Source: an optimization exercise on an open RTL-to-GDS flow (aim: a short achievable clock period and few clock cycles). Production flows keep margins and buffers that such runs may drop. Where RTL was checked, it was by simulation tests only, not by an equivalence proof against the original. Power and IR drop assume default switching activity.

// datapath
module datapath (input clock, reset,
		 output [31:0] imem_addr,
		 input  [31:0] imem_rdata,
		 output        dmem_we,
		 output [31:0] dmem_addr, dmem_wdata,
		 input  [31:0] dmem_rdata);
Settings: LEC_CHECK=0, CAP_MARGIN=25, CORE_MARGIN=2, CORE_UTILIZATION=40, SETUP_SLACK_MARGIN=3.2, SLEW_MARGIN=20; clock period 5.8 ns.
standard.sh (not shown) runs the stock make flow with config.mk's settings and CLKGATE_MAP_FILE= SYNTH_SCRIPT=/design/flow/synth_recipe.tcl, a recipe that flattens the netlist after the stock synthesis.
==> flow/flow/run.sh <==
#!/bin/bash
# Layout flow: the standard flow, with synthesis mapping the logic through ABC with a
# delay-oriented script (flow/speed.abc) in place of the default one. Everything else,
# including the registers that synthesis produces, is the standard flow's.
set -euo pipefail
here=$(pwd)
bash standard.sh SYNTH_SCRIPT=$here/flow/synth.tcl finish > $here/standard.log 2>&1
==> flow/flow/speed.abc <==
&get -n
&st
&dch
&nf
&put
buffer -c
topo
stime -c
upsize -c
dnsize -c
==> flow/flow/synth.tcl <==
# The standard flow's synthesis script, with the ABC mapping script replaced by flow/speed.abc
set ::speed_abc [file join [file dirname [file normalize [info script]]] speed.abc]
proc abc {args} {
  set i [lsearch $args -script]
  lset args [expr {$i + 1}] $::speed_abc
  yosys abc {*}$args
}
source [file join [file dirname [file dirname [file normalize [info script]]]] synth_recipe.tcl]
The first run produced a clean layout.
Testbench counts at the start, summed over its fixed seeds: cycles 55,593.
==> next run, changes <==
--- a/flow/design.v
+++ b/flow/design.v
@@ -77,26 +77,26 @@
 wire [31:0] pc_f = {pcw, 2'b00};
 reg        v_d, pred_d;
 reg [31:0] ins_d, pc4_d, rsv_d, rtv_d;
 reg [16:0] blo_d;
 reg [13:0] pch_d, pchi_d, pchd_d;
 reg        he_rs, he_rt, hm_rs, hm_rt;	 
 reg        mf_d, ldst_d;
 reg [31:0] a_e, b_e, sd_e, alt_e;
 reg        sld_e, lta_e, ltb_e;
-reg        we_e, ld_e, st_e, br_e, brl_e, inv_e, eq_e, mul_e, msg_e, kill_e;
+reg        we_e, ld_e, st_e, br_e, brl_e, bne_e, pred_e, mul_e, msg_e, kill_e;
 reg [4:0]  wr_e;
 reg        arith_e, sub_e, xp_e, xg_e, xt_e, xn_e, xb_e, sls_e, slu_e, mhi_e, mlo_e;
 reg [31:0] res_m, sd_m;
 reg        we_m, ld_m, st_m;
 reg [4:0]  wr_m;
-reg        bl_m, inv_l, eq_l;
-reg [31:0] alt_l;
+reg        bl_m, bne_l, pred_l;
+reg [31:0] alt_l, cmpa_l, cmpb_l;
 reg [31:0] wd_w;
 reg        we_w;
 reg [4:0]  wr_w;
 reg [31:0] ma, hi0, hi1;
 reg [32:0] lo;
 reg [50:0] mdig;
 reg        msg, mv1, mv2, mv3;
 reg [511:0] mrows8;
 reg [191:0] mrows3;
@@ -231,29 +231,29 @@
 	end else begin
 		kill_e <= redirect;
 		we_e <= go_d & we_d;
 		ld_e <= go_d & i_lw;
 		st_e <= go_d & i_sw;
 		br_e <= go_d & i_br;
 		mul_e <= go_d & f_mul;
 	end
 	wr_e <= wr_d;
-	inv_e <= i_bne ^ pred_d;	 
-	eq_e <= v_rs == v_rt;
+	bne_e <= i_bne;
 	msg_e <= ~fn[0];
+	pred_e <= pred_d;
 	alt_e <= pred_d ? pc4_d : btgt_d;
 	a_e <= hit_e_rs ? res_e : v_rs;
 	b_e <= fbp ? res_e : fbn ? ~res_e : bpre;
 	sd_e <= hit_e_rt ? res_e : v_rt;
 	sld_e <= hit_e_rt & ld_e;
 	lta_e <= hit_e_rs & ld_e;
 	ltb_e <= hit_e_rt & ld_e;
-	brl_e <= hit_e_rs | hit_e_rt;
+	brl_e <= ld_e & (hit_e_rs | hit_e_rt);
 	arith_e <= f_add | i_add | i_lw | i_sw | f_sub;
 	sub_e <= sub_d;
 	xp_e <= f_add | i_add | i_lw | i_sw | f_sub | f_xor | i_xor;
 	xg_e <= f_and | i_and;
 	xt_e <= f_or | i_or;
 	xn_e <= f_xnor;
 	xb_e <= i_lui;
 	sls_e <= f_slt | i_slt;
 	slu_e <= f_sltu | i_sltu;
@@ -280,39 +280,44 @@
 			pn[i] = p[i] & p[i-l];
 		end
 		g = gn; p = pn;
 	end
 end
 wire [31:0] c = {g[30:0], sub_e};
 wire [31:0] r = x ^ (c & {32{arith_e}});
 wire lt = (sls_e & (p0[31] ? ~g[30] : a[31])) | (slu_e & ~g[31]);
 assign res_e = {r[31:1], r[0] | lt};
-wire redirect_e = br_e & ~kill_e & ~brl_e & (eq_e ^ inv_e);
+wire eq = a_e == b_e;
+wire taken_e = bne_e ^ eq;
+wire redirect_e = br_e & ~kill_e & ~brl_e & (taken_e != pred_e);
 wire go_e = ~kill_e & ~redirect_m;	 
-assign redirect_m = bl_m & (eq_l ^ inv_l);
+wire eq_l = cmpa_l == cmpb_l;
+assign redirect_m = bl_m & ((bne_l ^ eq_l) != pred_l);
 assign redirect = redirect_m | redirect_e;
 assign redirect_pc = redirect_m ? alt_l : alt_e;
 always @(posedge clock)
 begin
 	if (reset) begin
 		we_m <= 1'b0; ld_m <= 1'b0; st_m <= 1'b0; bl_m <= 1'b0;
 	end else begin
 		we_m <= we_e & go_e;
 		ld_m <= ld_e & go_e;
 		st_m <= st_e & go_e;
 		bl_m <= br_e & brl_e & go_e;
 	end
 	wr_m <= wr_e;
 	res_m <= res_e;
 	sd_m <= sld_e ? dmem_rdata : sd_e;
-	inv_l <= inv_e;
+	bne_l <= bne_e;
+	pred_l <= pred_e;
 	alt_l <= alt_e;
-	eq_l <= (lta_e ? dmem_rdata : a_e) == (ltb_e ? dmem_rdata : b_e);
+	cmpa_l <= lta_e ? dmem_rdata : a_e;
+	cmpb_l <= ltb_e ? dmem_rdata : b_e;
 end
 wire [50:0] dig;
 wire [511:0] rows8;
 wire [191:0] rows3;
 wire [127:0] rows2;
 wire [32:0] plo;
 wire [31:0] phi0, phi1;
 booth_enc menc(.b(b_e), .sgn(msg_e), .dig(dig));
 mul_pp  mpp(.a(ma), .sgn(msg), .dig(mdig), .rows(rows8));
=> Final cell count rose slightly. Cell area rose slightly. Utilization fell by 0.16 points. Total power barely changes. Synthesized area rose slightly. Worst setup slack is worse by 0.30 ns. Sequential share of layout area rose by 0.64 points. Global-route usage rose by 2.1 points. Register-to-register slack is worse by 0.30 ns. Clock skew rose by 0.017 ns. Routed wire length rose by roughly a tenth. Die area rose slightly.
Function not checked in the second run of this note: the RTL went through the layout flow alone.

port drivers added, routing unchanged:
No port has a modelled driver above. Below, the same layouts with a new extraction and two added sets of constraints. Step 1 sets driving cells, clkbuf_16 on the clock port and buf_2 on the other inputs (assumed; they add their load-dependent delay and slew). Step 2 moves the port delays by t, midway between the first and last clock arrival at a register: inputs arrive t later, outputs are due t later. That takes back most of the time a late clock gives input paths. Three values: ideal, step 1, step 2; two values: the first two.
run | shift t [ns] | setup slack, ns | worst setup path at the end | clock arrival spread, ns | cell pins on the clock port's net
the first run | 0.994 | 3.007 / 2.871 / 1.877 | input to register | 0.076 / 0.076 | 1
the second run | 0.953 | 2.707 / 2.707 / 1.843 | input to register | 0.102 / 0.102 | 1
After both steps setup and hold are still met in every run listed. The setup slack of the first run, which loses most, moves by -0.136 ns with the drivers and by -1.130 ns with both steps.
